From an optimization exercise on the open Yosys and OpenROAD flow, aimed at small area; shortcuts taken in it are not production practice. RTL that was checked went through simulation tests only; none was proved equivalent to the original. The RTL of runs 1 and 6 was laid out without a check of its function. The flow treats the clock pin as an ideal source, which a real chip does not have. Power figures rest on the tool's default switching activity, not on a simulated workload.

==> design/flow/design.v <==
module clockdivider(input logic clock,
                    input logic reset,
                    output logic pe);
always @(posedge clock)
	pe <= ~(pe | reset);
endmodule
module clock_divider_1Hz (input logic clock,
                          input logic reset,
                          output logic tick,
                          output logic tick2);
reg [16:0] c;
reg [6:0] k;    
assign tick = ~c[0] & c[1] & ~c[3] & c[4] & ~c[5] & c[6] & c[7] & ~c[8] & c[9] &
              c[10] & ~c[11] & ~c[12] & c[13] & ~c[14] & c[16];
assign tick2 = tick & k[6] & k[5] & k[1] & k[0];    
wire [7:0] kc;
wire [6:0] kn;
assign kc[0] = tick;
genvar i;
for (i = 0; i < 7; i = i + 1) begin : gk
	assign kn[i] = (k[i] ^ kc[i]) & ~(tick2 | reset);
	assign kc[i+1] = k[i] & kc[i];
end
always @(posedge clock or posedge reset)
begin
	if (reset)
		c <= 17'h04DA4;
	else
		c <= {c[15:3], c[2] & ~tick, c[1:0], c[16] ^ c[2]};
end
always @(posedge clock)
	k <= kn;
endmodule
module fsm_snes (input clk,
                 input reset,
                 input strobe,
                 input data,
                 output [11:0] cs,            
                 output blank_cs,
                 output snes_latch,
                 output snes_clk);
reg [8:0] d;
reg [5:0] hc;
reg [14:0] sr;
reg dbit;
reg blank_r;
assign cs = sr[11:0];
assign blank_cs = blank_r;
wire idle = hc[5] & hc[1];                                     
wire go = idle & strobe;
wire term = d[0] & ~d[1] & d[2] & ~d[4] & ~d[5] & ~d[7] & d[8];  
wire f = term | (idle & ~strobe);                               
assign snes_latch = ~(hc[5] | hc[4] | hc[3] | hc[2] | hc[1]);   
assign snes_clk = ~(hc[0] & ~hc[5] & (hc[4] | hc[3] | hc[2] | hc[1]));  
wire [6:0] hcc;
wire [5:0] hcn;
assign hcc[0] = term;
genvar i;
for (i = 0; i < 6; i = i + 1) begin : gh
	assign hcn[i] = hc[i] ^ hcc[i];
	assign hcc[i+1] = hc[i] & hcc[i];
end
always @(posedge clk or posedge reset)
begin
	if (reset)
	begin
		d <= 9'h001;
		hc <= 6'd34;
	end
	else
	begin
		d <= {d[7:3], d[2] & ~f, d[1], d[0] & ~f, (d[8] ^ d[3]) | f};
		hc <= {hcn[5] & ~go, hcn[4:2], hcn[1] & ~go, hcn[0]};
	end
end
wire capture = term & snes_latch & hc[0];                       
wire load = term & hc[4] & hc[3] & hc[2] & hc[1] & hc[0];       
always @(posedge clk)
	if (capture)
		dbit <= data;
always @(posedge clk or posedge reset)
begin
	if (reset)
	begin
		sr <= 15'd0;
		blank_r <= 1'b1;
	end
	else if (load)
	begin
		sr <= {dbit, sr[14:1]};
		blank_r <= 1'b0;
	end
end
endmodule
module VGA (input logic clk,
            input logic pe,
            input logic reset,
            output logic hsync,
            output logic vsync,
            output logic blank,
            output logic active_next,    
            output logic [9:0] curr_x,
            output logic [8:0] curr_y);
reg [9:0] hq;
reg [9:0] v;
assign blank = hq[9] & hq[8];
wire h_wrap = hq[9] & ~hq[8] & hq[7];              
wire v_wrap = v[9] & v[3] & v[2] & v[0];            
assign hsync = ~(blank & (hq[7] | (hq[6] & hq[5] & hq[4])) & ~(hq[7] & hq[6] & (hq[5] | hq[4])));
assign vsync = ~(~v[9] & v[8] & v[7] & v[6] & v[5] & ~v[4] & v[3] & ~v[2] & v[1]);  
assign curr_x = hq;
assign curr_y = v[8:0];
wire hload = reset | (pe & h_wrap);                
wire vinc = pe & h_wrap;
wire vclr = reset | (pe & v_wrap);
wire [10:0] hc, vc;
wire [9:0] hn, vn;
assign hc[0] = pe;
assign vc[0] = vinc;
genvar i;
for (i = 0; i < 10; i = i + 1) begin : g
	assign hn[i] = hq[i] ^ hc[i];
	assign hc[i+1] = hq[i] & hc[i];
	assign vn[i] = (v[i] ^ vc[i]) & ~vclr;
	assign vc[i+1] = v[i] & vc[i];
end
wire [9:0] hqn = {hn[9] | hload, hn[8] | hload, hn[7] & ~hload, hn[6] | hload, hn[5] | hload,
                  hn[4:0] & {5{~hload}}};
assign active_next = ~(hqn[9] & hqn[8]) & ~(vn[9] | (vn[8] & vn[7] & vn[6] & vn[5]));
always @(posedge clk)
begin
	hq <= hqn;
	v <= vn;
end
endmodule
module updn #(parameter W = 4) (input logic [W-1:0] q,
                                input logic en,
                                input logic up_n,
                                input logic dn_n,
                                output logic [W-1:0] n);
wire [W:0] a;
assign a[0] = en & (up_n ^ dn_n);
genvar i;
for (i = 0; i < W; i = i + 1) begin : g
	assign a[i+1] = a[i] & ~(q[i] ^ dn_n);
	assign n[i] = q[i] ^ a[i];
end
endmodule
module sub_r #(parameter W = 10) (input logic [W-1:0] a,
                                  input logic [W-1:0] b,
                                  output logic [W-1:0] d);
wire [W:0] br;
assign br[0] = 1'b0;
genvar i;
for (i = 0; i < W; i = i + 1) begin : g
	assign d[i] = a[i] ^ b[i] ^ br[i];
	assign br[i+1] = (~a[i] & b[i]) | (~(a[i] ^ b[i]) & br[i]);
end
endmodule
module add_r #(parameter W = 10) (input logic [W-1:0] a,
                                  input logic [W-1:0] b,
                                  output logic [W-1:0] s);
wire [W:0] c;
assign c[0] = 1'b0;
genvar i;
for (i = 0; i < W; i = i + 1) begin : g
	assign s[i] = a[i] ^ b[i] ^ c[i];
	assign c[i+1] = (a[i] & b[i]) | ((a[i] ^ b[i]) & c[i]);
end
endmodule
module gt_r #(parameter W = 10) (input logic [W-1:0] a,
                                 input logic [W-1:0] b,
                                 output logic gt);
wire [W:0] g;
assign g[0] = 1'b0;
genvar i;
for (i = 0; i < W; i = i + 1) begin : gg
	assign g[i+1] = (a[i] & ~b[i]) | (~(a[i] ^ b[i]) & g[i]);
end
assign gt = g[W];
endmodule
module rgb_decoder (input logic clk,
                    input logic reset,
                    input logic [11:0] cs,         
                    input logic blank_cs,
                    input logic tick,
                    input logic tick2,
                    input logic blank,
                    input logic active_next,
                    input logic [9:0] curr_x,
                    input logic [8:0] curr_y,
                    output logic [3:0] r_out,
                    output logic [3:0] g_out,
                    output logic [3:0] b_out);
reg [9:0] x_pos;
reg [8:0] y_pos;
reg [7:0] size;
reg [3:0] rs, gs, bs;
wire [9:0] xn;
wire [8:0] yn;
wire [7:0] sn;
wire [3:0] rn, gn, bn;
wire t1 = tick & ~blank_cs;
wire t2 = tick2 & ~blank_cs;
updn #(10) ux (.q(x_pos), .en(t1), .up_n(cs[7]), .dn_n(cs[6]), .n(xn));
updn #(9)  uy (.q(y_pos), .en(t1), .up_n(cs[5]), .dn_n(cs[4]), .n(yn));
updn #(8)  us (.q(size), .en(t2), .up_n(cs[3]), .dn_n(cs[2]), .n(sn));
updn #(4)  ur (.q(rs), .en(t2), .up_n(cs[11]), .dn_n(cs[10]), .n(rn));
updn #(4)  ug (.q(gs), .en(t2), .up_n(cs[8]), .dn_n(cs[0]), .n(gn));
updn #(4)  ub (.q(bs), .en(t2), .up_n(cs[9]), .dn_n(cs[1]), .n(bn));
wire [9:0] xl, xr;
wire [8:0] yl, yr;
sub_r #(10) sxl (.a(xn), .b({2'd0, sn}), .d(xl));
add_r #(10) sxr (.a(xn), .b({2'd0, sn}), .s(xr));
sub_r #(9)  syl (.a(yn), .b({1'd0, sn}), .d(yl));
add_r #(9)  syr (.a(yn), .b({1'd0, sn}), .s(yr));
wire c_xl, c_xr, c_yl, c_yr;
gt_r #(10) cxl (.a(curr_x), .b(xl), .gt(c_xl));
gt_r #(10) cxr (.a(xr), .b(curr_x), .gt(c_xr));
gt_r #(9)  cyl (.a(curr_y), .b(yl), .gt(c_yl));
gt_r #(9)  cyr (.a(yr), .b(curr_y), .gt(c_yr));
wire xin = ~blank & active_next & c_xl & c_xr;
wire yin = c_yl & c_yr;
wire [11:0] pix;
vga_generator my_generator (
	.x_in (xin),
	.y_in (yin),
	.sprite ({rn, gn, bn}),
	.cur ({r_out, g_out, b_out}),
	.nxt (pix));
always @(posedge clk or posedge reset)
begin
	if (reset)
	begin
		x_pos <= 10'd512;
		y_pos <= 9'd256;
		size <= 8'd20;
		rs <= 4'hF;
		gs <= 4'hF;
		bs <= 4'hF;
		{r_out, g_out, b_out} <= 12'd0;
	end
	else
	begin
		x_pos <= xn;
		y_pos <= yn;
		size <= sn;
		rs <= rn;
		gs <= gn;
		bs <= bn;
		{r_out, g_out, b_out} <= pix;
	end
end
endmodule
module vga_generator(input logic x_in,
                     input logic y_in,
                     input logic [11:0] sprite,
                     input logic [11:0] cur,
                     output logic [11:0] nxt);
assign nxt = x_in ? (y_in ? sprite : cur) : 12'd0;
endmodule
module top_level(input logic clk,
                 input logic strobe,
                 input logic data,
                 input logic reset,
                 output logic snes_latch,
                 output logic snes_clk,
                 output logic v_sync,
                 output logic h_sync,
                 output logic [3:0] r,
                 output logic [3:0] g,
                 output logic [3:0] b);
wire [11:0] cs;
wire blank_cs;
wire pe, active_next, blank;
wire [9:0] curr_x;
wire [8:0] curr_y;
wire tick, tick2;
fsm_snes snes_decode (
	.clk (clk),
	.reset (reset),
	.strobe (strobe),
	.data (data),
	.cs (cs),
	.blank_cs (blank_cs),
	.snes_latch (snes_latch),
	.snes_clk (snes_clk));
clockdivider my_clk_div (
	.clock (clk),
	.reset (reset),
	.pe (pe));
VGA my_VGA (
	.clk (clk),
	.pe (pe),
	.reset (reset),
	.hsync (h_sync),
	.vsync (v_sync),
	.curr_x (curr_x),
	.curr_y (curr_y),
	.blank (blank),
	.active_next (active_next));
clock_divider_1Hz my_ticks (
	.clock (clk),
	.reset (reset),
	.tick (tick),
	.tick2 (tick2));
rgb_decoder my_decoder (
	.clk (clk),
	.reset (reset),
	.cs (cs),
	.blank_cs (blank_cs),
	.tick (tick),
	.tick2 (tick2),
	.blank (blank),
	.active_next (active_next),
	.curr_x (curr_x),
	.curr_y (curr_y),
	.r_out (r),
	.g_out (g),
	.b_out (b));
endmodule
==> design/flow/flow/run.sh <==
#!/bin/bash
# The standard layout (standard.sh: standard synthesis, floorplan, placement,
# routing) with these changes:
#  - after the floorplan step, combinational cells get their smallest drive strength
#    (flow/downsize.tcl); placement and routing repair size up what needs it;
#  - clock tree: clkbuf_4 buffers only, and no dummy loads at the tree's leaves;
#  - port buffers: the smallest buffer cell.
# Each tool's output goes to a log file here.
set -euo pipefail
export CTS_ARGS="-sink_clustering_enable -repair_clock_nets -dont_use_dummy_load -buf_list sky130_fd_sc_hd__clkbuf_4"
export BUFFER_PORTS_ARGS="-buffer_cell sky130_fd_sc_hd__buf_1"
bash standard.sh floorplan > flow_make_floorplan.log 2>&1
export RES=orfs/results/$FLOW_PLATFORM/top_level/base
openroad -no_init -exit flow/downsize.tcl > flow_downsize.log 2>&1
bash standard.sh finish > flow_make_finish.log 2>&1
==> design/flow/flow/downsize.tcl <==
# Give every combinational cell of the synthesized netlist the smallest drive strength
# of its kind; the later repair steps size up whatever then needs more drive.
read_db $::env(RES)/2_floorplan.odb
set db [ord::get_db]
set n 0
foreach inst [[ord::get_db_block] getInsts] {
  set mn [[$inst getMaster] getName]
  if {![regexp {^(sky130_fd_sc_hd__[a-z0-9]+)_([0-9]+)$} $mn -> base drv]} { continue }
  if {[regexp {df|dl|clk|tap|fill|decap|conb|diode} $base]} { continue }
  foreach d {0 1 2} {
    if {$d >= $drv} { break }
    set m [$db findMaster ${base}_$d]
    if {$m ne "NULL" && $m ne ""} {
      if {[$inst swapMaster $m]} { incr n }
      break
    }
  }
}
puts "downsized $n cells"
write_db $::env(RES)/2_floorplan.odb
==> design/flow/standard.sh <==
#!/bin/bash
# synth_recipe.tcl (not shown) runs the flow's synth.tcl, then flattens the netlist and writes it again
# the make line also repeats each setting of config.mk as NAME=value (left out here)
make -C /OpenROAD-flow-scripts/flow DESIGN_CONFIG=/design/flow/config.mk WORK_HOME=/design/flow/orfs CLKGATE_MAP_FILE= SYNTH_SCRIPT=/design/flow/synth_recipe.tcl "${@:-finish}"
==> design/flow/config.mk <==
export PLATFORM = sky130hd
export DESIGN_NAME = top_level
export DESIGN_NICKNAME = top_level
export VERILOG_FILES = /design/flow/design.v
export SDC_FILE = /design/flow/constraint.sdc
export NUM_CORES = 4
export LEC_CHECK = 0
export CAP_MARGIN = 20
export CORE_MARGIN = 2
export CORE_UTILIZATION = 80
export PLACE_DENSITY = 0.95
export SLEW_MARGIN = 20
==> design/flow/constraint.sdc <==
create_clock -name core_clock -period 10.0 [get_ports {clk}]
set_input_delay 2.0000 -clock core_clock [delete_from_list [all_inputs] [get_ports {clk}]]
set_output_delay 2.0000 -clock core_clock [all_outputs]
set_load 0.01 [all_outputs]
==> key figures, run 1 <==
Run status
  • Status: timing/DRC/antenna clean

Logic synthesis
  • Yosys warns: 5
  • EDFF count, synth: 1
  • Syn Area/Cell: 11.4 um2
  • Register bit count reported by yosys: 128
  • Cell count after synthesis: 649
  • Post-Syn Area: 7370 um2
  • Top-area cell type share of the netlist area: 0.244
  • Register area share after synthesis: 0.421
  • Distinct cells, synth: 60
  • Fraction of registers with async set/reset: 0.773
  • Area contributors post-synth: dfrtp_1, ha_1, dfstp_2
  • Synth Flop Type: dfrtp_1
  • Post-synth top area cell: dfrtp_1
  • Net Count, Synth: 750

Critical path
  • CP Capture Point: my_decoder.b_out[2]$_DFFE_PP0P_
  • Worst setup path start: my_ticks.c[10]$_DFF_PP1_
  • Cell class contributing the biggest share of worst-path delay: adder cells
  • Worst Path Max Fanout: 21
  • Worst EP required: 10.32 ns
  • Worst R2R Start: my_ticks.c[10]$_DFF_PP1_
  • Slowest Stage Delay on Critical Path: 0.56 ns
  • End of the worst register-to-register path: my_decoder.b_out[2]$_DFFE_PP0P_
  • Internal reg-to-reg setup slack: 2.84 ns
  • CP Cell Sequence: nor4b_1 -> nand4_1 -> buf_4 -> nand2b_1 -> nor2_1 -> xor2_1 -> ha_1 -> inv_1 -> fa_1 -> inv_1 -> fa_1 -> fa_1 -> fa_1 -> fa_1 -> fa_1 -> fa_1 -> ha_1 -> xor2_1 -> ha_1 -> or4_1 -> a211oi_1 -> o21ai_0 -> o211ai_1 -> a211oi_1
  • CP Capture Type: register
  • Most frequent CP cell: fa_1
  • Register-to-Register Path Depth: 24
  • Startpoint Class: register
  • Bufs and invs on worst path: 3
  • Slowest cell on crit path: dfstp_2
  • Worst EP arrival: 7.48 ns
  • Critical Path Stages: 24
  • Critical path class: reg2reg

Floorplan
  • Die width: 100 um
  • Die area: 10000 um2
  • Chip height: 100 um
  • Initial Util: 0.809
  • Ports: 20
  • Row count: 35
  • Core footprint: 9110 um2

GRT
  • Largest net degree at the start of global routing: 81
  • Vias in the first global route: 5,465
  • GRT Residual Overflow: 0
  • Antenna violations before repair: 0
  • Wire length of the first global-routing pass: 26,500 um
  • Total track usage: 0.346

Power
  • Leakage: 3.65 nW
  • Pint: 0.638 mW
  • Register share of total power: 0.671
  • Switching share of power: 0.237
  • Cell Pwr Density: 110 nW/um2
  • Clock share of power: 0.281
  • Logic gate share of total power: 0.048
  • Peak supply drop: 0.103 mV
  • Psw: 0.198 mW

Cells and area
  • Post-route design area: 7610 um2
  • FF/Latch Area: 3100 um2
  • Layout cells sized above 1: 0.0742
  • NumNets Final: 777
  • Number of fill cells: 464
  • ANT cells: 0
  • Multi-input logic area: 3870 um2
  • Area grow syn2layout: 3.31%

Job
  • MaxCap Viol Count: 0

Route
  • Detailed Routing Iterations Pass 1: 7
  • Via density: 6.63
  • WL final: 15,900 um
  • DRC viols: 0
  • Post-DR wirelength/cell: 20.3 um
  • DR iter-0 viols: 413
  • Total vias in the final route: 5,207
  • Remaining antenna violation count: 0

STA
  • Setup-failing EPs final: 0
  • Period utilization: 0.716
  • Highest clock rate: 140 MHz
  • WHS: 0.379 ns
  • Slew of the pin with the lowest slew margin: 1.12 ns
  • Slew margin rel.: 0.252
  • Final hold violation count: 0
  • Setup_tns: 0 ns
  • Post-route minimum period: 7.16 ns
  • RSZ-0062 raised after global routing: false
  • Skew final: 0.0361 ns
  • Slew Viols, Final: 0

Clock tree
  • Worst-case clock buffer depth: 2
  • Post-CTS sizing: 0
  • # hold bufs at CTS: 0
  • Setup bufs post-CTS: 0
  • # clock sinks: 128
  • TritonCTS buffer count: 17
  • CTS tree: built
  • Later-pin clock latency in the skew report: 0.51 ns
  • Root buf cell: clkbuf_4
  • H-Tree Level Count: 4
  • Clock transition at path regs: 0.11 ns

Placed design
  • Gpl congestion: 0.883
  • DP HPWL: 11,600 um
  • Placed cell area: 7460 um2
  • IO buf count: 19

Worst hold path
  • Worst min path class: reg2reg
==> worst min-delay path by stage <==
stage | from | endpoint | cells after the start
2_1_floorplan | my_ticks.c[15]$_DFF_PP0_ | my_ticks.c[16]$_DFF_PP0_ | 0
5_1_grt | my_ticks.c[7]$_DFF_PP1_ | my_ticks.c[8]$_DFF_PP1_ | 0
4_1_cts | my_ticks.c[7]$_DFF_PP1_ | my_ticks.c[8]$_DFF_PP1_ | 0
3_5_place_dp | snes_decode.d[6]$_DFF_PP0_ | snes_decode.d[7]$_DFF_PP0_ | 0
3_3_place_gp | snes_decode.d[6]$_DFF_PP0_ | snes_decode.d[7]$_DFF_PP0_ | 0
6_report | my_ticks.c[7]$_DFF_PP1_ | my_ticks.c[8]$_DFF_PP1_ | 0
==> power groups by stage <==
stage / combinational, mW / sequential [mW] / clock (mW)
finish: 0.0403 / 0.561 / 0.235
global route: 0.0476 / 0.565 / 0.257
CTS: 0.0399 / 0.561 / 0.236
detailed placement: 0.0395 / 0.571 / 0
global placement: 0.0375 / 0.567 / 0
floorplan: 0.0293 / 0.565 / 0
==> sequential cells by signal, indices dropped and copies added (netlist names) <==
| name | cells |
|---|---|
| snes_decode.hc | 6 |
| snes_decode.blank_r | 1 |
| my_clk_div.pe | 1 |
| my_decoder.x_pos | 10 |
| snes_decode.dbit | 1 |
| my_decoder.size | 8 |
| my_decoder.bs | 4 |
| my_VGA.hq | 10 |
| my_decoder.gs | 4 |
| my_ticks.c | 17 |
| my_decoder.r_out | 4 |
| my_ticks.k | 7 |
| my_VGA.v | 10 |
| my_decoder.y_pos | 9 |
| snes_decode.sr | 15 |
| my_decoder.rs | 4 |
| my_decoder.g_out | 4 |
| snes_decode.d | 9 |
| my_decoder.b_out | 4 |
==> worst register-to-register path, stage by stage (launching register included) <==
cell and delay, ns:
dfstp_2 0.56, nor4b_1 0.26, nand4_1 0.14, buf_4 0.23, nand2b_1 0.24, nor2_1 0.21, xor2_1 0.18, ha_1 0.24
inv_1 0.08, fa_1 0.18, inv_1 0.06, fa_1 0.43, fa_1 0.44, fa_1 0.43, fa_1 0.43, fa_1 0.43
fa_1 0.40, ha_1 0.21, xor2_1 0.16, ha_1 0.23, or4_1 0.41, a211oi_1 0.23, o21ai_0 0.12, o211ai_1 0.52
a211oi_1 0.14
==> area by class of cell <==
| class | count | share of cell area |
|---|---|---|
| well taps | 111 | 0.0182 |
| inverters | 65 | 0.0322 |
| flip-flops and latches | 128 | 0.407 |
| clock buffers | 17 | 0.0168 |
| repair buffers | 24 | 0.0169 |
| multi-input cells | 440 | 0.508 |
==> kinds of logic (layout without fill, tap and decap cells) <==
| family | Yosys count | after routing | share of synthesized area |
|---|---|---|---|
| adders and majority gates | 97 | 97 | 0.193 |
| AOI/OAI and AO/OA | 87 | 87 | 0.0847 |
| xor gates and xnor gates | 75 | 75 | 0.0891 |
| DFF | 128 | 128 | 0.421 |
| and+or+nand+nor | 162 | 162 | 0.141 |
| muxes | 19 | 19 | 0.0285 |
| buffers and inverters | 81 | 106 | 0.0423 |
==> layer usage <==
| layer | part of all wire | global-route usage |
|---|---|---|
| met1 | 0.38 | 0.419 |
| met2 | 0.50 | 0.579 |
| met3 | 0.063 | 0.0648 |
| met4 | 0.058 | 0.212 |
| met5 | 0 | 0 |
==> stage by stage <==
stage | util | std cells | worst slack (ns) | power [mW]
2_1_floorplan | - | 649 | 3.80 | 0.594
6_report | 0.836 | 785 | 2.84 | 0.836
3_3_place_gp | 0.819 | 767 | 3.38 | 0.605
4_1_cts | 0.833 | 784 | 2.88 | 0.837
3_5_place_dp | 0.819 | 767 | 3.02 | 0.610
5_1_grt | 0.836 | 785 | 2.42 | 0.869
==> placed cells by master (no fill, tap or decap), types with 19 or more instances in the layout <==
master / netlist / final
a31oi_1: 19 / 19
and2_0: 0 / 27
buf_1: 0 / 19
dfrtp_1: 72 / 72
dfstp_2: 27 / 27
dfxtp_1: 28 / 28
fa_1: 28 / 28
ha_1: 69 / 69
inv_1: 65 / 64
nor3_1: 21 / 21
xnor2_1: 44 / 44
xor2_1: 31 / 31
==> cells in the mapped netlist, types with 7 or more instances <==
cell type	count
clkbuf_1	12
nand3_1	11
mux2_2	16
inv_1	65
nor2_1	18
xor2_1	31
a21oi_1	15
xnor2_1	44
dfxtp_1	28
a31oi_1	19
a211oi_1	15
o21ai_0	9
nor3_1	21
dfstp_2	27
nand2_1	9
and2_1	27
nand4_1	7
nor2b_1	7
and3_1	8
ha_1	69
nor4b_1	7
dfrtp_1	72
fa_1	28
==> run 2, diff against run 1 <==
--- a/design/flow/design.v
+++ b/design/flow/design.v
@@ -177,3 +177,3 @@
 for (i = 0; i < W; i = i + 1) begin : gg
-	assign g[i+1] = (a[i] & ~b[i]) | (~(a[i] ^ b[i]) & g[i]);
+	assign g[i+1] = (a[i] ^ b[i]) ? a[i] : g[i];
 end
--- a/design/flow/config.mk
+++ b/design/flow/config.mk
@@ -7,6 +7,7 @@
 export LEC_CHECK = 0
+export ABC_AREA = 1
 export CAP_MARGIN = 20
 export CORE_MARGIN = 2
-export CORE_UTILIZATION = 80
-export PLACE_DENSITY = 0.95
+export CORE_UTILIZATION = 70
+export PLACE_DENSITY = 0.8
 export SLEW_MARGIN = 20
==> key figures, run 2 <==
Power
  • Psw: 0.168 mW (-15%)
  • Switching share of power: 0.219 (-0.0177)
  • Final total power: 0.766 mW (-8.4%)
  • Pint: 0.598 mW (-6.3%)
  • Register share of total power: 0.677 (+0.006)
  • Cell Pwr Density: 105 nW/um2 (-4.7%)
  • Peak supply drop: 0.0598 mV (-42%)
  • Leakage: 3.46 nW (-5.2%)
  • Logic gate share of total power: 0.019 (-0.029)
  • Clock share of power: 0.304 (+0.023)

Logic synthesis
  • Most common cell in the synthesized netlist: nand2_1
  • Register area share after synthesis: 0.437 (+0.0166)
  • Distinct cells, synth: 42 (-30%)
  • Post-Syn Area: 7090 um2 (-3.8%)
  • Fraction of registers with async set/reset: 0.773 (unchanged)
  • Most frequent cells after synthesis: nand2_1, inv_1, dfrtp_1
  • Post-synth top area cell: dfrtp_1
  • Register bit count reported by yosys: 128 (unchanged)
  • Top-area cell type share of the netlist area: 0.254 (+0.00962)
  • Synth Flop Type: dfrtp_1
  • Syn Area/Cell: 8.74 um2 (-23%)
  • Cell count after synthesis: 811 (+25%)
  • Area contributors post-synth: dfrtp_1, dfstp_2, nand2_1
  • EDFF count, synth: 1 (unchanged)
  • Net Count, Synth: 878 (+17%)
  • Yosys warns: 5 (unchanged)

Floorplan
  • Initial Util: 0.722 (-0.0870)
  • Die area: 11,000 um2 (+9.5%)
  • Core footprint: 9820 um2 (+7.8%)
  • Ports: 20 (unchanged)
  • Chip height: 105 um (+4.7%)
  • Row count: 36 (+2.9%)
  • Die width: 105 um (+4.7%)

Cells and area
  • Layout cells sized above 1: 0.0571 (-0.0170)
  • Commonest non-fill, non-tap cell in the layout: nand2_1
  • ANT cells: 0 (unchanged)
  • Biggest register: my_ticks.c
  • Largest regs: my_ticks.c: 17 flops, snes_decode.sr: 15 flops
  • NumNets Final: 909 (+17%)
  • Non-filler cells, final: 973 (+24%)
  • Number of fill cells: 766 (+65%)
  • Max reg flops: 17 (unchanged)
  • Most frequent cells in the layout: nand2_1, inv_1, dfrtp_1
  • Final Util: 0.745 (-0.0906)
  • Area grow syn2layout: 3.21% (about the same)

STA
  • Post-route minimum period: 6.82 ns (-0.343 ns)
  • Slew of the pin with the lowest slew margin: 0.740 ns (-0.377 ns)
  • Final hold violation count: 0 (unchanged)
  • Skew final: 0.0451 ns (+0.00898 ns)
  • RSZ-0062 raised after global routing: false
  • Slew Viols, Final: 0 (unchanged)
  • Setup-failing EPs final: 0 (unchanged)
  • Slew margin rel.: 0.507 (+0.255)
  • Period utilization: 0.682 (-0.0343)
  • Highest clock rate: 147 MHz (+5.0%)
  • Worst setup margin: 3.18 ns (+0.343 ns)
  • Setup_tns: 0 ns (unchanged)

GRT
  • Largest net degree at the start of global routing: 58 (-28%)
  • Vias in the first global route: 5,305 (-2.9%)
  • GRT Residual Overflow: 0 (unchanged)
  • Antenna violations before repair: 0 (unchanged)
  • Wire length of the first global-routing pass: 23,500 um (-11%)
  • Total track usage: 0.271 (-0.0754)

Route
  • Remaining antenna violation count: 0 (unchanged)
  • Metal-1 WL: 5720 um (-4.3%)
  • Top Metal Used: met4
  • DRC viols: 0 (unchanged)
  • WL met3: 500 um (-50%)
  • Detailed Routing Iterations Pass 1: 8 (+1)
  • Via density: 5.37 (-19%)
  • Total vias in the final route: 5,228 (+0.40%)
  • Post-DR wirelength/cell: 13.9 um (-32%)
  • Wire length on met2: 7020 um (-13%)
  • WL final: 13,500 um (-15%)
  • DR iter-0 viols: 277 (-33%)

Clock tree
  • Later-pin clock latency in the skew report: 0.53 ns (+0.02 ns)
  • Post-CTS sizing: 0 (unchanged)
  • # clock sinks: 128 (unchanged)
  • Root buf cell: clkbuf_4
  • Worst-case clock buffer depth: 2 (unchanged)
  • TritonCTS buffer count: 17 (unchanged)
  • H-Tree Level Count: 4 (unchanged)
  • Setup bufs post-CTS: 0 (unchanged)
  • Clock transition at path regs: 0.11 ns (about the same)
  • CTS tree: built
  • # hold bufs at CTS: 0 (unchanged)

Placed design
  • IO buf count: 19 (unchanged)
  • DP HPWL: 10,500 um (-9.9%)
  • Placed insts: 955 (+25%)
  • Place WS: 3.08 ns (+0.0561 ns)
  • Gpl congestion: 0.856 (-3.0%)

Run status
  • Status: timing/DRC/antenna clean

Critical path
  • CP Capture Type: register
  • CP Cell Sequence: nand3b_1 -> nor2_1 -> nand2_1 -> nor2_1 -> nand2_1 -> a21oi_1 -> xor2_1 -> ha_1 -> inv_1 -> fa_1 -> fa_1 -> fa_1 -> fa_1 -> fa_1 -> fa_1 -> fa_1 -> o22a_1 -> nand2_1 -> nand3_1 -> a21oi_1 -> nand2_1 -> nand3_1 -> nand2_1
  • Startpoint Class: register
  • Worst EP required: 10.42 ns (+0.10 ns)
  • Worst Path Max Fanout: 12 (-43%)
  • Slowest Stage Delay on Critical Path: 0.55 ns (about the same)
  • Worst EP arrival: 7.24 ns (-0.24 ns)
  • Slowest cell on crit path: dfstp_2
  • Most frequent CP cell: fa_1
  • Critical path class: reg2reg

Job
  • MaxCap Viol Count: 0 (unchanged)

Worst hold path
  • Worst min path class: reg2reg
run 2: layout make-up:
type	count	area, um2	area share
clock buffer	17	128	0.0174
multi-input combinational	520	3250	0.444
sequential	128	3100	0.424
tap	133	166	0.0227
inverter	154	581	0.0793
timing repair buffer	21	90.1	0.0123
run 2: final timing paths:
kind | cells past startpoint | endpoint | slack [ns] | start
min in group asynchronous | 2 | snes_decode.d[6]$_DFF_PP0_ | 1.59 | reset
max reg2reg | 23 | my_decoder.b_out[2]$_DFFE_PP0P_ | 3.18 | my_ticks.c[10]$_DFF_PP1_
min | 0 | my_ticks.c[16]$_DFF_PP0_ | 0.37 | my_ticks.c[15]$_DFF_PP0_
max in group asynchronous | 3 | my_decoder.y_pos[6]$_DFF_PP0_ | 7.26 | reset
max | 23 | my_decoder.b_out[2]$_DFFE_PP0P_ | 3.18 | my_ticks.c[10]$_DFF_PP1_
min reg2reg | 0 | my_ticks.c[16]$_DFF_PP0_ | 0.37 | my_ticks.c[15]$_DFF_PP0_
run 2: worst max-delay path: cells and delay by family (launching register included):
kind	cells	cell delay, ns
DFF	1	0.55
AOI/OAI and AO/OA	3	0.82
adders and majority gates	8	3.29
xor gates and xnor gates	1	0.41
and+or+nand+nor	10	1.58
buffers and inverters	1	0.06
run 2: metrics by stage:
stage               area (um2)  hold slack [ns]
global route              7320            0.366
detailed placement        7180            0.336
finish                    7320            0.365
floorplan                 7090            0.331
CTS                       7300            0.361
global placement          7180            0.334
run 2: logic make-up after synthesis:
group                    synth area share
AO/OA/AOI/OAI                      0.0634
XOR/XNOR                           0.0543
multiplexers                      0.00159
AND/OR/NAND/NOR                     0.212
adder cells (fa/ha/maj)             0.141
flip-flops                          0.437
buffers and inverters              0.0900
run 2: power by group through the flow:
stage | registers, mW | logic, mW | clock network, mW
2_1_floorplan | 0.528 | 0.0104 | 0
3_3_place_gp | 0.529 | 0.0143 | 0
3_5_place_dp | 0.529 | 0.0151 | 0
4_1_cts | 0.519 | 0.0151 | 0.238
5_1_grt | 0.519 | 0.0173 | 0.263
6_report | 0.519 | 0.0145 | 0.233
run 2: metal layers:
metal / track usage / vias up
met5: 0 / -
met4: 0.0990 / 0
met3: 0.0549 / 29
met2: 0.478 / 94
met1: 0.329 / 2518
li1: - / 2587
==> run 3, diff against run 2 <==
--- a/design/flow/config.mk
+++ b/design/flow/config.mk
@@ -7,3 +7,2 @@
 export LEC_CHECK = 0
-export ABC_AREA = 1
 export CAP_MARGIN = 20
==> key figures, run 3 <==
Run status
  • Status: timing/DRC/antenna clean

Cells and area
  • Area grow syn2layout: 3.14% (about the same)
  • Non-filler cells, final: 795 (-18%)
  • Most frequent cells in the layout: dfrtp_1, nor2_1, inv_1
  • Max reg flops: 17 (unchanged)
  • ANT cells: 0 (unchanged)
  • NumNets Final: 731 (-20%)
  • Largest regs: my_ticks.c: 17 flops, snes_decode.sr: 15 flops
  • Final Util: 0.743 (-0.00236)
  • Commonest non-fill, non-tap cell in the layout: dfrtp_1
  • Biggest register: my_ticks.c
  • Layout cells sized above 1: 0.0740 (+0.0169)

STA
  • Skew final: 0.0383 ns (-0.00676 ns)
  • Slew margin rel.: 0.439 (-0.0676)
  • Final hold violation count: 0 (unchanged)
  • WHS: 0.355 ns (-0.00984 ns)
  • Period utilization: 0.707 (+0.0248)
  • Post-route minimum period: 7.07 ns (+0.248 ns)
  • Setup-failing EPs final: 0 (unchanged)
  • Highest clock rate: 141 MHz (-3.5%)
  • Slew of the pin with the lowest slew margin: 0.842 ns (+0.101 ns)
  • Setup_tns: 0 ns (unchanged)
  • Slew Viols, Final: 0 (unchanged)
  • RSZ-0062 raised after global routing: false

Clock tree
  • Later-pin clock latency in the skew report: 0.51 ns (-0.02 ns)
  • H-Tree Level Count: 4 (unchanged)
  • CTS tree: built
  • TritonCTS buffer count: 17 (unchanged)
  • Clock transition at path regs: 0.09 ns (-0.02 ns)
  • Root buf cell: clkbuf_4
  • Worst-case clock buffer depth: 2 (unchanged)
  • # hold bufs at CTS: 0 (unchanged)
  • # clock sinks: 128 (unchanged)
  • Post-CTS sizing: 0 (unchanged)
  • Setup bufs post-CTS: 0 (unchanged)

Logic synthesis
  • Cell count after synthesis: 635 (-22%)
  • Fraction of registers with async set/reset: 0.773 (unchanged)
  • Syn Area/Cell: 11.0 um2 (+26%)
  • Post-Syn Area: 7010 um2 (-1.2%)
  • EDFF count, synth: 1 (unchanged)
  • Synth Flop Type: dfrtp_1
  • Post-synth top area cell: dfrtp_1
  • Top-area cell type share of the netlist area: 0.257 (+0.00299)
  • Most common cell in the synthesized netlist: dfrtp_1
  • Register area share after synthesis: 0.443 (+0.00515)
  • Yosys warns: 5 (unchanged)
  • Distinct cells, synth: 69 (+64%)
  • Area contributors post-synth: dfrtp_1, dfstp_2, dfxtp_1
  • Register bit count reported by yosys: 128 (unchanged)
  • Most frequent cells after synthesis: dfrtp_1, nor2_1, inv_1
  • Net Count, Synth: 702 (-20%)

Power
  • Clock share of power: 0.279 (-0.025)
  • Register share of total power: 0.675 (-0.002)
  • Leakage: 3.33 nW (-3.7%)
  • Final total power: 0.829 mW (+8.2%)
  • Pint: 0.636 mW (+6.4%)
  • Logic gate share of total power: 0.046 (+0.027)
  • Switching share of power: 0.232 (+0.0130)
  • Psw: 0.192 mW (+15%)
  • Cell Pwr Density: 115 nW/um2 (+9.6%)
  • Peak supply drop: 0.124 mV (+110%)

Placed design
  • DP HPWL: 9390 um (-10%)
  • Placed insts: 778 (-19%)
  • IO buf count: 19 (unchanged)
  • Gpl congestion: 0.826 (-3.5%)

GRT
  • Antenna violations before repair: 0 (unchanged)
  • Total track usage: 0.258 (-0.0127)
  • Wire length of the first global-routing pass: 22,200 um (-5.6%)
  • Largest net degree at the start of global routing: 71 (+22%)
  • GRT Residual Overflow: 0 (unchanged)
  • Vias in the first global route: 4,783 (-9.8%)

Critical path
  • Slowest Stage Delay on Critical Path: 0.53 ns (-0.02 ns)
  • CP Capture Type: register
  • Slowest cell on crit path: fa_1
  • Worst Path Max Fanout: 17 (+5)
  • Most frequent CP cell: fa_1
  • Critical path class: reg2reg
  • Cell class contributing the biggest share of worst-path delay: adder cells
  • Startpoint Class: register
  • CP Cell Sequence: nor4b_1 -> nand4_1 -> nor2_1 -> nand2_1 -> nor2_1 -> xor2_1 -> ha_1 -> fa_1 -> fa_1 -> fa_1 -> fa_1 -> fa_1 -> fa_1 -> fa_1 -> inv_1 -> maj3_1 -> o211ai_1 -> nand2_1 -> maj3_1 -> o32a_1 -> nor3_1
  • Bufs and invs on worst path: 1 (unchanged)
  • Worst EP arrival: 7.48 ns (+0.24 ns)
  • Worst EP required: 10.42 ns (about the same)

Floorplan
  • Die width: 104 um (-0.56%)
  • Initial Util: 0.720 (-0.00180)
  • Row count: 36 (unchanged)
  • Ports: 20 (unchanged)
  • Die area: 10,800 um2 (-1.1%)
  • Chip height: 104 um (-0.56%)
  • Core footprint: 9730 um2 (-0.92%)

Route
  • DR iter-0 viols: 328 (+18%)
  • Via density: 5.80 (+7.9%)
  • Remaining antenna violation count: 0 (unchanged)
  • DRC viols: 0 (unchanged)
  • Post-DR wirelength/cell: 15.8 um (+14%)
  • Total vias in the final route: 4,610 (-12%)
  • WL final: 12,600 um (-7.1%)
  • Detailed Routing Iterations Pass 1: 4 (-4)

Job
  • MaxCap Viol Count: 0 (unchanged)

Worst hold path
  • Worst min path class: reg2reg
==> run 3: cell count changes in the layout (fill, tap and decap cells not counted), sizes merged, moves of 11 or more <==
cell   before  now
and2        1   30
inv       153   49
mux2        1   15
mux2i       0   16
nand2     173   31
nand3      57    7
nor2b       0   11
o21ai      35   12
or2        13    0
xnor2       9   32
==> run 3: power by group through the flow <==
stage | Combinational (mW) | Clock [mW] | Sequential, mW
4_1_cts | 0.0397 | 0.240 | 0.560
2_1_floorplan | 0.0289 | 0 | 0.564
6_report | 0.0384 | 0.231 | 0.559
3_3_place_gp | 0.0367 | 0 | 0.568
5_1_grt | 0.0457 | 0.264 | 0.563
3_5_place_dp | 0.0390 | 0 | 0.569
==> run 3: worst paths after layout <==
path / start / endpoint / slack (ns) / depth (start not counted)
max: my_ticks.c[12]$_DFF_PP0_ / my_decoder.b_out[0]$_DFFE_PP0P_ / 2.93 / 21
min: snes_decode.d[6]$_DFF_PP0_ / snes_decode.d[7]$_DFF_PP0_ / 0.36 / 0
max reg2reg: my_ticks.c[12]$_DFF_PP0_ / my_decoder.b_out[0]$_DFFE_PP0P_ / 2.93 / 21
min reg2reg: snes_decode.d[6]$_DFF_PP0_ / snes_decode.d[7]$_DFF_PP0_ / 0.36 / 0
max in group asynchronous: reset / snes_decode.sr[6]$_DFFE_PP0P_ / 7.10 / 3
min in group asynchronous: reset / snes_decode.d[2]$_DFF_PP0_ / 1.72 / 2
==> run 3: cells by family (layout without fill, tap and decap cells) <==
logic type | after synthesis | count (layout) | share of synthesized area
buffers and inverters | 61 | 88 | 0.0348
multiplexers | 31 | 31 | 0.0470
XOR/XNOR | 58 | 58 | 0.0752
flip-flops | 128 | 128 | 0.443
AO/OA/AOI/OAI | 73 | 73 | 0.0721
AND/OR/NAND/NOR | 216 | 216 | 0.179
adder cells (fa/ha/maj) | 68 | 68 | 0.150
==> run 3: through the flow <==
stage          cell area [um2]  worst slack, ns
3_3_place_gp              7100             3.06
2_1_floorplan             7010             3.48
5_1_grt                   7230             2.42
6_report                  7230             2.93
3_5_place_dp              7100             2.93
4_1_cts                   7230             2.91
==> run 3: area by class of cell <==
class	count	area, um2
clock buffer	17	128
fill	698	2500
tap	133	166
sequential	128	3100
timing repair buffer	22	93.8
inverter	49	186
multi-input combinational	446	3550
==> run 3: layer usage <==
| metal | wire length, um | GRT usage | up-vias |
|---|---|---|---|
| li1 | - | - | 2224 |
| met1 | 5520 | 0.334 | 2277 |
| met2 | 6220 | 0.430 | 87 |
| met3 | 491 | 0.0533 | 22 |
| met4 | 335 | 0.101 | 0 |
| met5 | 0 | 0 | - |
==> run 3: worst register-to-register path, cell delays in order, from the launching register on <==
cell	delay, ns
dfrtp_1	0.41
nor4b_1	0.37
nand4_1	0.28
nor2_1	0.15
nand2_1	0.33
nor2_1	0.23
xor2_1	0.18
ha_1	0.25
fa_1	0.41
fa_1	0.43
fa_1	0.43
fa_1	0.42
fa_1	0.42
fa_1	0.43
fa_1	0.53
inv_1	0.05
maj3_1	0.35
o211ai_1	0.11
nand2_1	0.08
maj3_1	0.37
o32a_1	0.53
nor3_1	0.23
==> run 4, diff against run 3 <==
==> design/flow/flow/run.sh (replaced) <==
#!/bin/bash
# The standard layout (standard.sh) with these changes:
#  - after the standard synthesis, its combinational cells other than the full/half
#    adders are mapped again by ABC for area (flow/reabc.tcl); flip-flops and their
#    names are untouched;
#  - after the floorplan step, combinational cells get their smallest drive strength
#    (flow/downsize.tcl); placement and routing repair size up what needs it;
#  - clock tree: clkbuf_4 buffers, and no dummy loads at the tree's leaves;
#  - port buffers: the smallest buffer cell.
# Each tool's output goes to a log file of its own here.
set -euo pipefail
export CTS_ARGS="-sink_clustering_enable -repair_clock_nets -dont_use_dummy_load -buf_list sky130_fd_sc_hd__clkbuf_4"
export BUFFER_PORTS_ARGS="-buffer_cell sky130_fd_sc_hd__buf_1"
RES=orfs/results/$FLOW_PLATFORM/top_level/base
YOSYS=$(command -v yosys || echo "$FLOW_HOME/../tools/install/yosys/bin/yosys")
bash standard.sh synth > flow_make_synth.log 2>&1
cp $RES/1_2_yosys.v $RES/1_2_yosys_standard.v
LIB=$FLOW_HOME/platforms/$FLOW_PLATFORM/lib/sky130_fd_sc_hd__tt_025C_1v80.lib \
  IN=$RES/1_2_yosys_standard.v OUT=$RES/1_2_yosys.v TOP=$FLOW_TOP OUTDIR=. \
  "$YOSYS" -c flow/reabc.tcl > flow_reabc.log 2>&1
bash standard.sh do-1_synth > flow_make_synth_odb.log 2>&1
bash standard.sh floorplan > flow_make_floorplan.log 2>&1
export RES
openroad -no_init -exit flow/downsize.tcl > flow_downsize.log 2>&1
bash standard.sh finish > flow_make_finish.log 2>&1
==> design/flow/flow/reabc.tcl (new file) <==
# Area remap of the standard synthesis's combinational logic.
# The flip-flops and the full/half adder cells of the standard netlist stay as they
# are (kept as black boxes, so their instance names and types do not change); the
# other cells are read as their liberty functions and mapped again by ABC with an
# area-oriented script.
yosys -import
set lib $::env(LIB)
read_liberty -ignore_miss_func $lib
foreach m [split [exec grep -o {sky130_fd_sc_hd__[A-Za-z0-9_]*} $lib | sort -u] "\n"] {
  if {[regexp {__(df|dl|sdf|edf|fa_|ha_|conb)} $m]} { catch {setattr -mod -set blackbox 1 $m} }
}
read_verilog $::env(IN)
hierarchy -top $::env(TOP)
flatten
opt_clean
set dont_use {}
foreach m [split [exec grep -o {sky130_fd_sc_hd__[A-Za-z0-9_]*} $lib | sort -u] "\n"] {
  if {[regexp {lpflow|probe} $m]} { lappend dont_use -dont_use $m }
}
abc -script "+strash;ifraig;dc2;dch,-f;amap;topo" -liberty $lib {*}$dont_use
opt_clean -purge
hilomap -singleton -hicell sky130_fd_sc_hd__conb_1 HI -locell sky130_fd_sc_hd__conb_1 LO
splitnets
insbuf -buf sky130_fd_sc_hd__buf_1 A X
opt_clean -purge
tee -o $::env(OUTDIR)/reabc_stat.txt stat -liberty $lib
write_verilog -noattr -noexpr -nohex -nodec $::env(OUT)
==> key figures, run 4 <==
Run status
  • Status: timing/DRC/antenna clean

Critical path
  • Worst setup path start: my_ticks.c[7]$_DFF_PP1_
  • Register-to-Register Path Depth: 23 (+9.5%)
  • Worst R2R Start: my_ticks.c[7]$_DFF_PP1_
  • Internal reg-to-reg setup slack: 1.59 ns (-1.34 ns)
  • Worst Path Max Fanout: 19 (+2)
  • Critical path class: reg2reg
  • Worst EP arrival: 8.87 ns (+1.39 ns)
  • CP Cell Sequence: nand4bb_1 -> or4b_1 -> nor3_1 -> clkinv_1 -> or3_1 -> nor2_1 -> nor2_1 -> a21oi_1 -> clkinv_1 -> fa_1 -> fa_1 -> fa_1 -> fa_1 -> fa_1 -> fa_1 -> fa_1 -> ha_1 -> clkinv_1 -> o22ai_1 -> a222oi_1 -> o21ai_0 -> nor2_1 -> o221a_1
  • Slowest Stage Delay on Critical Path: 0.77 ns (+0.24 ns)
  • Most frequent CP cell: fa_1
  • CP Capture Type: register
  • Cell class contributing the biggest share of worst-path delay: adder cells
  • Bufs and invs on worst path: 3 (+2)
  • Startpoint Class: register
  • Worst EP required: 10.46 ns (+0.04 ns)
  • Slowest cell on crit path: nor2_1
  • End of the worst register-to-register path: my_decoder.g_out[3]$_DFFE_PP0P_

Cells and area
  • Commonest non-fill, non-tap cell in the layout: clkinv_1
  • Biggest register: my_ticks.c
  • NumNets Final: 762 (+4.2%)
  • Most frequent cells in the layout: clkinv_1, dfrtp_1, nor2_1
  • Largest regs: my_ticks.c: 17 flops, snes_decode.sr: 15 flops
  • Layout cells sized above 1: 0.0693 (-0.00475)
  • Max reg flops: 17 (unchanged)
  • Area grow syn2layout: 4.87%
  • ANT cells: 0 (unchanged)

STA
  • Slew of the pin with the lowest slew margin: 1.02 ns (+0.175 ns)
  • Setup-failing EPs final: 0 (unchanged)
  • Post-route minimum period: 8.41 ns (+1.34 ns)
  • Final hold violation count: 0 (unchanged)
  • Setup_tns: 0 ns (unchanged)
  • RSZ-0062 raised after global routing: false
  • WHS: 0.357 ns (+0.00124 ns)
  • Slew margin rel.: 0.316 (-0.123)
  • Worst setup margin: 1.59 ns (-1.34 ns)
  • Highest clock rate: 119 MHz (-16%)
  • Skew final: 0.0399 ns (+0.00158 ns)
  • Period utilization: 0.841 (+0.134)
  • Slew Viols, Final: 0 (unchanged)

Placed design
  • DP HPWL: 9220 um (-1.9%)
  • IO buf count: 19 (unchanged)
  • Place WS: 1.56 ns (-1.38 ns)
  • Gpl congestion: 0.817 (-1.1%)

Route
  • Remaining antenna violation count: 0 (unchanged)
  • WL final: 12,000 um (-4.3%)
  • Total vias in the final route: 4,750 (+3.0%)
  • DR iter-0 viols: 172 (-48%)
  • Post-DR wirelength/cell: 15.0 um (-5.4%)
  • Detailed Routing Iterations Pass 1: 6 (+2)
  • Via density: 5.91 (+1.9%)
  • DRC viols: 0 (unchanged)

GRT
  • GRT Residual Overflow: 0 (unchanged)
  • Largest net degree at the start of global routing: 53 (-25%)
  • Wire length of the first global-routing pass: 20,400 um (-7.9%)
  • Vias in the first global route: 4,625 (-3.3%)
  • Antenna violations before repair: 0 (unchanged)
  • Total track usage: 0.262 (+0.00374)

Power
  • Peak supply drop: 0.0636 mV (-49%)
  • Switching share of power: 0.216 (-0.0158)
  • Clock share of power: 0.302 (+0.023)
  • Pint: 0.598 mW (-6.0%)
  • Register share of total power: 0.679 (+0.004)
  • Psw: 0.165 mW (-14%)
  • Cell Pwr Density: 111 nW/um2 (-2.8%)
  • Leakage: 2.85 nW (-15%)
  • Final total power: 0.763 mW (-7.9%)
  • Logic gate share of total power: 0.019 (-0.027)

Clock tree
  • Post-CTS sizing: 0 (unchanged)
  • Clock transition at path regs: 0.10 ns (about the same)
  • CTS tree: built
  • Worst-case clock buffer depth: 2 (unchanged)
  • Later-pin clock latency in the skew report: 0.54 ns (+0.03 ns)
  • # hold bufs at CTS: 0 (unchanged)
  • TritonCTS buffer count: 17 (unchanged)
  • H-Tree Level Count: 4 (unchanged)
  • # clock sinks: 128 (unchanged)
  • Setup bufs post-CTS: 0 (unchanged)
  • Root buf cell: clkbuf_4

Floorplan
  • Row count: 35 (-2.8%)
  • Ports: 20 (unchanged)
  • Die width: 101 um (-3.3%)
  • Initial Util: 0.713 (-0.00683)
  • Die area: 10,100 um2 (-6.6%)
  • Chip height: 101 um (-3.3%)
  • Core footprint: 9150 um2 (-5.9%)

Logic synthesis
  • Net Count, Synth: 733 (+4.4%)
  • Post-Syn Area: 6530 um2 (-6.8%)
  • Syn Area/Cell: 9.80 um2 (-11%)
  • Cell count after synthesis: 666 (+4.9%)
  • Yosys warns: 5 (unchanged)

Worst hold path
  • Worst Hold End: my_ticks.c[11]$_DFF_PP1_
  • Worst min path class: reg2reg
  • Hold Crit Start: my_ticks.c[10]$_DFF_PP1_
  • Hold Path Stages: 0 (unchanged)

Job
  • MaxCap Viol Count: 0 (unchanged)
run 4: how the worst max path moves through the flow:
| stage | slack (ns) | endpoint | depth (start not counted) |
|---|---|---|---|
| floorplan | 2.51 | my_decoder.b_out[0]$_DFFE_PP0P_ | 25 |
| global placement | 1.90 | my_decoder.r_out[3]$_DFFE_PP0P_ | 23 |
| detailed placement | 1.56 | my_decoder.g_out[3]$_DFFE_PP0P_ | 23 |
| CTS | 1.54 | my_decoder.g_out[3]$_DFFE_PP0P_ | 23 |
| global route | 0.90 | my_decoder.r_out[2]$_DFFE_PP0P_ | 23 |
| finish | 1.59 | my_decoder.g_out[3]$_DFFE_PP0P_ | 23 |
run 4: stage by stage:
stage | instances | utilization | cell area, um2
6_report | 804 | 0.748 | 6850
5_1_grt | 804 | 0.748 | 6850
4_1_cts | 804 | 0.748 | 6850
3_5_place_dp | 787 | 0.734 | 6720
3_3_place_gp | 787 | 0.734 | 6720
2_1_floorplan | 666 | - | 6530
run 4: final cells by class:
type                    instances  area [um2]
flip-flops and latches        128        3100
multi-input cells             402        2920
fillers                       659        2300
inverters                     124         468
well taps                     111         139
clock buffers                  17         128
repair buffers                 22        93.8
run 4: power groups by stage:
| stage | clock network, mW | registers, mW | logic [mW] |
|---|---|---|---|
| 2_1_floorplan | 0 | 0.528 | 0.0108 |
| 3_3_place_gp | 0 | 0.529 | 0.0149 |
| 3_5_place_dp | 0 | 0.529 | 0.0151 |
| 4_1_cts | 0.236 | 0.519 | 0.0153 |
| 5_1_grt | 0.257 | 0.519 | 0.0181 |
| 6_report | 0.230 | 0.519 | 0.0145 |
run 4: worst reg2reg max path, cell delays in order, from the launching register on:
cell,delay (ns)
dfstp_2,0.54
nand4bb_1,0.09
or4b_1,0.51
nor3_1,0.46
clkinv_1,0.15
or3_1,0.65
nor2_1,0.25
nor2_1,0.06
a21oi_1,0.38
clkinv_1,0.28
fa_1,0.49
fa_1,0.42
fa_1,0.43
fa_1,0.43
fa_1,0.42
fa_1,0.42
fa_1,0.42
ha_1,0.21
clkinv_1,0.07
o22ai_1,0.09
a222oi_1,0.34
o21ai_0,0.15
nor2_1,0.77
o221a_1,0.32
run 4: routing by layer:
metal	share of wire	wire length (um)	track usage	up-vias
li1	-	-	-	2356
met1	0.44	5270	0.317	2294
met2	0.50	6010	0.436	70
met3	0.035	419	0.0714	30
met4	0.026	318	0.123	0
met5	0	0	0	-
==> run 5, diff against run 4 <==
--- a/design/flow/design.v
+++ b/design/flow/design.v
@@ -21,3 +21,3 @@
 	assign kn[i] = (k[i] ^ kc[i]) & ~(tick2 | reset);
-	assign kc[i+1] = k[i] & kc[i];
+	assign kc[i+1] = tick & (&k[i:0]);
 end
@@ -60,3 +60,3 @@
 	assign hcn[i] = hc[i] ^ hcc[i];
-	assign hcc[i+1] = hc[i] & hcc[i];
+	assign hcc[i+1] = term & (&hc[i:0]);
 end
@@ -122,5 +122,5 @@
 	assign hn[i] = hq[i] ^ hc[i];
-	assign hc[i+1] = hq[i] & hc[i];
+	assign hc[i+1] = pe & (&hq[i:0]);
 	assign vn[i] = (v[i] ^ vc[i]) & ~vclr;
-	assign vc[i+1] = v[i] & vc[i];
+	assign vc[i+1] = vinc & (&v[i:0]);
 end
@@ -144,3 +144,3 @@
 for (i = 0; i < W; i = i + 1) begin : g
-	assign a[i+1] = a[i] & ~(q[i] ^ dn_n);
+	assign a[i+1] = a[0] & (&(~(q[i:0] ^ {(i+1){dn_n}})));
 	assign n[i] = q[i] ^ a[i];
@@ -230,3 +230,3 @@
 	.nxt (pix));
-always @(posedge clk or posedge reset)
+always @(posedge clk)
 begin
@@ -240,3 +240,2 @@
 		bs <= 4'hF;
-		{r_out, g_out, b_out} <= 12'd0;
 	end
@@ -250,5 +249,9 @@
 		bs <= bn;
-		{r_out, g_out, b_out} <= pix;
 	end
 end
+always @(posedge clk or posedge reset)
+	if (reset)
+		{r_out, g_out, b_out} <= 12'd0;
+	else
+		{r_out, g_out, b_out} <= pix;
 endmodule
==> key figures, run 5 <==
Run status
  • Status: timing/DRC/antenna clean

Clock tree
  • Post-CTS sizing: 0 (unchanged)
  • Root buf cell: clkbuf_4
  • Clock transition at path regs: 0.09 ns (about the same)
  • Worst-case clock buffer depth: 2 (unchanged)
  • TritonCTS buffer count: 17 (unchanged)
  • Later-pin clock latency in the skew report: 0.51 ns (-0.03 ns)
  • # clock sinks: 128 (unchanged)
  • # hold bufs at CTS: 0 (unchanged)
  • CTS tree: built
  • Setup bufs post-CTS: 0 (unchanged)
  • H-Tree Level Count: 4 (unchanged)

Critical path
  • Critical path class: reg2reg
  • Worst EP required: 10.36 ns (-0.10 ns)
  • Worst Path Max Fanout: 13 (-6)
  • Worst EP arrival: 8.73 ns (-0.14 ns)
  • Internal reg-to-reg setup slack: 1.62 ns (+0.03 ns)
  • CP Capture Type: register
  • Most frequent CP cell: fa_1
  • Slowest Stage Delay on Critical Path: 0.53 ns (-0.24 ns)
  • Startpoint Class: register
  • Slowest cell on crit path: a221oi_1

STA
  • Post-route minimum period: 8.38 ns (-0.0318 ns)
  • Skew final: 0.0496 ns (+0.00970 ns)
  • WHS: 0.360 ns (+0.00384 ns)
  • Slew Viols, Final: 0 (unchanged)
  • Period utilization: 0.838 (-0.00318)
  • Setup-failing EPs final: 0 (unchanged)
  • Setup_tns: 0 ns (unchanged)
  • Highest clock rate: 119 MHz (+0.38%)
  • Final hold violation count: 0 (unchanged)
  • Slew of the pin with the lowest slew margin: 0.875 ns (-0.142 ns)
  • Slew margin rel.: 0.411 (+0.0943)
  • RSZ-0062 raised after global routing: false

Power
  • Leakage: 2.52 nW (-11%)
  • Cell Pwr Density: 122 nW/um2 (+9.6%)
  • Peak supply drop: 0.0904 mV (+42%)

GRT
  • GRT Residual Overflow: 0 (unchanged)
  • Wire length of the first global-routing pass: 22,300 um (+9.3%)
  • Largest net degree at the start of global routing: 69 (+30%)
  • Vias in the first global route: 4,998 (+8.1%)
  • Antenna violations before repair: 0 (unchanged)
  • Total track usage: 0.281 (+0.0189)

Route
  • Remaining antenna violation count: 0 (unchanged)
  • Via density: 5.89 (-0.27%)
  • WL final: 12,600 um (+4.6%)
  • Total vias in the final route: 5,185 (+9.2%)
  • DRC viols: 0 (unchanged)
  • Detailed Routing Iterations Pass 1: 6 (unchanged)
  • DR iter-0 viols: 282 (+64%)
  • Post-DR wirelength/cell: 14.3 um (-4.4%)

Cells and area
  • Post-route design area: 6700 um2 (-2.2%)
  • Largest regs: my_ticks.c: 17 flops, snes_decode.sr: 15 flops
  • FF/Latch Area: 2890 um2 (-6.9%)
  • Area grow syn2layout: 4.88% (about the same)
  • Number of fill cells: 630 (-4.4%)
  • Most frequent cells in the layout: nor2_1, clkinv_1, nand2_1
  • NumNets Final: 816 (+7.1%)
  • Non-filler cells, final: 880 (+9.5%)
  • Biggest register: my_ticks.c
  • Final Util: 0.764 (+0.0158)
  • Commonest non-fill, non-tap cell in the layout: nor2_1
  • Layout cells sized above 1: 0.0415 (-0.0278)
  • ANT cells: 0 (unchanged)
  • Multi-input logic area: 3040 um2 (+4.2%)
  • Max reg flops: 17 (unchanged)

Floorplan
  • Die area: 9900 um2 (-2.2%)
  • Ports: 20 (unchanged)
  • Die width: 99.5 um (-1.1%)
  • Core footprint: 8760 um2 (-4.3%)
  • Initial Util: 0.728 (+0.0150)
  • Chip height: 99.5 um (-1.1%)
  • Row count: 34 (-2.9%)

Logic synthesis
  • Net Count, Synth: 787 (+7.4%)
  • Post-Syn Area: 6380 um2 (-2.2%)
  • Yosys warns: 5 (unchanged)
  • Syn Area/Cell: 8.57 um2 (-13%)
  • Cell count after synthesis: 745 (+12%)

Placed design
  • Placed insts: 863 (+9.7%)
  • DP HPWL: 9340 um (+1.3%)
  • Gpl congestion: 0.912 (+12%)
  • Placed cell area: 6570 um2 (-2.3%)
  • IO buf count: 19 (unchanged)

Job
  • MaxCap Viol Count: 0 (unchanged)

Worst hold path
  • Worst min path class: reg2reg
## run 5: worst paths after layout
check	from	depth (start not counted)	to
setup / recovery	my_ticks.c[16]$_DFF_PP0_	28	my_decoder.g_out[3]$_DFFE_PP0P_
hold reg to reg	my_ticks.c[15]$_DFF_PP0_	0	my_ticks.c[16]$_DFF_PP0_
setup reg to reg	my_ticks.c[16]$_DFF_PP0_	28	my_decoder.g_out[3]$_DFFE_PP0P_
min in group asynchronous	reset	4	snes_decode.sr[10]$_DFFE_PP0P_
hold / removal	my_ticks.c[15]$_DFF_PP0_	0	my_ticks.c[16]$_DFF_PP0_
max in group asynchronous	reset	4	my_ticks.c[12]$_DFF_PP0_
## run 5: stage by stage
step | total power [mW] | worst slack, ns
after floorplan | 0.583 | 2.29
after global placement | 0.595 | 2.03
after detailed placement | 0.597 | 1.66
after CTS | 0.825 | 1.61
after global routing | 0.855 | 0.760
final | 0.818 | 1.62
## run 5: worst max-delay path: cells and delay by family, from the launching register on
kind	cells	cell delay, ns
fa+ha+maj	7	2.92
simple gates	8	2.00
buf+inv	5	1.06
compound gates	8	1.88
flops	1	0.38
## run 5: cell type report
cell class | count | share of cell area
clock buffer | 17 | 0.0191
inverter | 110 | 0.0617
multi-input combinational | 495 | 0.454
sequential | 128 | 0.431
tap | 108 | 0.0202
timing repair buffer | 22 | 0.0140
## run 5: where the power goes
part	total (mW)	switching (mW)	leakage, nW	internal (mW)
combinational	0.0336	0.0226	1.11	0.0110
sequential	0.553	0.0134	1.33	0.539
clock	0.232	0.154	0.0782	0.0778
total	0.818	0.190	2.52	0.628
## run 5: per-layer routing
metal | vias up | share of wire | GRT usage
met5 | - | 0 | 0
met4 | 0 | 0.0095 | 0.0643
met3 | 21 | 0.042 | 0.0682
met2 | 110 | 0.48 | 0.457
met1 | 2461 | 0.47 | 0.387
li1 | 2593 | - | -
==> run 6, diff against run 5 <==
--- a/design/flow/design.v
+++ b/design/flow/design.v
@@ -128,3 +128,3 @@
                   hn[4:0] & {5{~hload}}};
-assign active_next = ~(hqn[9] & hqn[8]) & ~(vn[9] | (vn[8] & vn[7] & vn[6] & vn[5]));
+assign active_next = ~(pe & h_wrap) & ~(v[9] | (v[8] & v[7] & v[6] & v[5]));
 always @(posedge clk)
--- a/design/flow/flow/run.sh
+++ b/design/flow/flow/run.sh
@@ -7,3 +7,4 @@
 #    (flow/downsize.tcl); placement and routing repair size up what needs it;
-#  - clock tree: clkbuf_4 buffers, and no dummy loads at the tree's leaves;
+#  - clock tree: clkbuf_4 buffers, and no dummy loads at the tree's leaves; after CTS
+#    the leaf buffers whose clock pins see a slow slew become clkbuf_8 (flow/post_cts.tcl);
 #  - port buffers: the smallest buffer cell.
@@ -13,2 +14,3 @@
 export BUFFER_PORTS_ARGS="-buffer_cell sky130_fd_sc_hd__buf_1"
+export POST_CTS_TCL=$PWD/flow/post_cts.tcl
 RES=orfs/results/$FLOW_PLATFORM/top_level/base
==> design/flow/flow/post_cts.tcl (new file) <==
proc upsize_slow_clock_leaves {limit} {
  estimate_parasitics -placement
  set db [ord::get_db]
  set big [$db findMaster sky130_fd_sc_hd__clkbuf_8]
  set n 0
  foreach inst [[ord::get_db_block] getInsts] {
    if {[[$inst getMaster] getName] ne "sky130_fd_sc_hd__clkbuf_4"} { continue }
    set out [$inst findITerm X]
    set net [$out getNet]
    if {$net eq "NULL"} { continue }
    set worst 0
    foreach it [$net getITerms] {
      if {[$it isOutputSignal]} { continue }
      set pin [get_pins -quiet "[[$it getInst] getName]/[[$it getMTerm] getName]"]
      if {$pin eq ""} { continue }
      set s [get_property $pin slew_max]
      if {$s > $worst} { set worst $s }
    }
    if {$worst > $limit} { $inst swapMaster $big; incr n }
  }
  puts "upsized $n clock buffers"
  estimate_parasitics -placement
}
set_propagated_clock [all_clocks]
upsize_slow_clock_leaves 0.105
detailed_placement
check_placement -verbose
==> key figures, run 6 <==
Clock tree
  • Clock transition at path regs: 0.09 ns (about the same)
  • Later-pin clock latency in the skew report: 0.42 ns (-0.09 ns)
  • # clock sinks: 128 (unchanged)
  • CTS tree: built

Route
  • Remaining antenna violation count: 0 (unchanged)
  • WL final: 13,200 um (+5.3%)
  • Total vias in the final route: 5,258 (+1.4%)
  • Via density: 6.02 (+2.1%)
  • DR iter-0 viols: 294 (+4.3%)
  • DRC viols: 0 (unchanged)
  • Post-DR wirelength/cell: 15.2 um (+6.0%)
  • Detailed Routing Iterations Pass 1: 10 (+4)

Power
  • Clock share of power: 0.312 (+0.028)
  • Logic gate share of total power: 0.039 (-0.002)
  • Switching share of power: 0.231 (-0.00127)
  • Final total power: 0.851 mW (+4.0%)
  • Peak supply drop: 0.104 mV (+15%)
  • Cell Pwr Density: 125 nW/um2 (+2.3%)
  • Pint: 0.654 mW (+4.2%)
  • Leakage: 2.54 nW (+0.81%)
  • Register share of total power: 0.648 (-0.027)
  • Psw: 0.197 mW (+3.5%)

STA
  • Slew Viols, Final: 0 (unchanged)
  • Post-route minimum period: 8.33 ns (-0.0466 ns)
  • Setup-failing EPs final: 0 (unchanged)
  • Skew final: 0.0296 ns (-0.0199 ns)
  • Final hold violation count: 0 (unchanged)
  • Slew of the pin with the lowest slew margin: 0.945 ns (+0.0700 ns)
  • RSZ-0062 raised after global routing: false
  • Worst setup margin: 1.67 ns (+0.0466 ns)
  • Period utilization: 0.833 (-0.00466)
  • Slew margin rel.: 0.363 (-0.0472)
  • Highest clock rate: 120 MHz (+0.56%)
  • Setup_tns: 0 ns (unchanged)

Critical path
  • CP Capture Type: register
  • Slowest cell on crit path: nor2_1
  • Cell class contributing the biggest share of worst-path delay: adder cells
  • Internal reg-to-reg setup slack: 1.67 ns (+0.05 ns)
  • Register-to-Register Path Depth: 26 (-7.1%)
  • End of the worst register-to-register path: my_decoder.g_out[1]$_DFFE_PP0P_
  • Worst EP arrival: 8.65 ns (-0.08 ns)
  • Critical path class: reg2reg
  • Bufs and invs on worst path: 3 (-2)
  • Worst R2R Start: my_ticks.c[16]$_DFF_PP0_
  • Worst EP required: 10.32 ns (-0.04 ns)
  • Startpoint Class: register
  • Worst Path Max Fanout: 12 (-1)
  • Most frequent CP cell: fa_1
  • Slowest Stage Delay on Critical Path: 0.73 ns (+0.20 ns)

Logic synthesis
  • Syn Area/Cell: 8.77 um2 (+2.3%)
  • Net Count, Synth: 777 (-1.3%)
  • Yosys warns: 5 (unchanged)
  • Post-Syn Area: 6440 um2 (+0.96%)
  • Cell count after synthesis: 735 (-1.3%)

Cells and area
  • Number of fill cells: 677 (+7.5%)
  • Commonest non-fill, non-tap cell in the layout: nor2_1
  • Most frequent cells in the layout: nor2_1, clkinv_1, dfxtp_1
  • NumNets Final: 807 (-1.1%)
  • Biggest register: my_ticks.c
  • FF/Latch Area: 2890 um2 (unchanged)
  • Post-route design area: 6810 um2 (+1.7%)
  • ANT cells: 0 (unchanged)
  • Area grow syn2layout: 5.67%
  • Largest regs: my_ticks.c: 17 flops, snes_decode.sr: 15 flops
  • Multi-input logic area: 3060 um2 (+0.82%)
  • Final Util: 0.751 (-0.0127)
  • Layout cells sized above 1: 0.0446 (+0.00311)
  • Max reg flops: 17 (unchanged)

GRT
  • GRT Residual Overflow: 0 (unchanged)
  • Vias in the first global route: 5,182 (+3.7%)
  • Largest net degree at the start of global routing: 67 (-2.9%)
  • Antenna violations before repair: 0 (unchanged)
  • Total track usage: 0.293 (+0.0122)
  • Wire length of the first global-routing pass: 23,300 um (+4.5%)

Floorplan
  • Core footprint: 9060 um2 (+3.4%)
  • Initial Util: 0.711 (-0.0175)
  • Row count: 35 (+2.9%)
  • Chip height: 100 um (+0.46%)
  • Die area: 9990 um2 (+0.93%)
  • Die width: 100 um (+0.46%)
  • Ports: 20 (unchanged)

Worst hold path
  • Worst min path class: reg2reg
  • Hold Path Stages: 0 (unchanged)
  • Hold Crit Start: snes_decode.d[6]$_DFF_PP0_
  • Worst Hold End: snes_decode.d[7]$_DFF_PP0_

Run status
  • Status: timing/DRC/antenna clean

Placed design
  • DP HPWL: 9760 um (+4.5%)
  • Gpl congestion: 0.848 (-7.1%)
  • IO buf count: 19 (unchanged)
  • Placed cell area: 6640 um2 (+1.1%)
  • Place WS: 1.83 ns (+0.172 ns)

Job
  • MaxCap Viol Count: 0 (unchanged)
-- run 6: changes by cell type in the layout (fill, tap and decap cells not counted), sizes merged, moves of 4 or more --
| cell | change |
|---|---|
| o31ai | +5 |
| nor2 | +8 |
| nand2 | -35 |
| xor2 | -5 |
| a211oi | -4 |
| or2 | +5 |
| o221a | +11 |
| a22oi | +4 |
| clkinv | +11 |
| a21oi | -24 |
| nor3 | +7 |
-- run 6: cell type report --
type                    count  share of cell area
multi-input cells         474               0.450
flip-flops and latches    128               0.424
inverters                 121              0.0667
clock buffers              17              0.0243
well taps                 111              0.0204
repair buffers             23              0.0149
-- run 6: worst max path at each step --
stage / startpoint / to / slack (ns) / cells past startpoint
floorplan: my_ticks.c[10]$_DFF_PP1_ / my_decoder.b_out[0]$_DFFE_PP0P_ / 2.62 / 23
global placement: my_ticks.c[10]$_DFF_PP1_ / my_decoder.g_out[2]$_DFFE_PP0P_ / 2.11 / 26
detailed placement: my_ticks.c[10]$_DFF_PP1_ / my_decoder.b_out[0]$_DFFE_PP0P_ / 1.83 / 26
global route: my_ticks.c[10]$_DFF_PP1_ / my_decoder.g_out[2]$_DFFE_PP0P_ / 1.27 / 29
finish: my_ticks.c[16]$_DFF_PP0_ / my_decoder.g_out[1]$_DFFE_PP0P_ / 1.67 / 26
-- run 6: power by group through the flow --
stage,Clock (mW),Sequential [mW],Combinational (mW)
global route,0.296,0.555,0.0398
finish,0.266,0.552,0.0335
detailed placement,0,0.563,0.0340
global placement,0,0.562,0.0328
floorplan,0,0.559,0.0236
-- run 6: through the flow --
stage	hold WS, ns	std cells
finish	0.343	874
floorplan	0.331	735
detailed placement	0.336	857
global route	0.363	874
global placement	0.335	857
-- run 6: metal layers --
layer  wire [um]  GRT usage  vias to the layer above  part of all wire
met1        5950      0.394                     2486              0.45
li1            -          -                     2585                 -
met4         204     0.0980                        0             0.015
met3         802     0.0710                       33             0.061
met5           0          0                        -                 0
met2        6290      0.472                      154              0.47

Check on run 6: ideal ports give 1.670 ns setup slack; a clkbuf_16 on the clock port and buf_2 on the inputs give 1.670 ns; moving port delays by the midpoint clock arrival (0.431 ns) as well gives 1.670 ns.
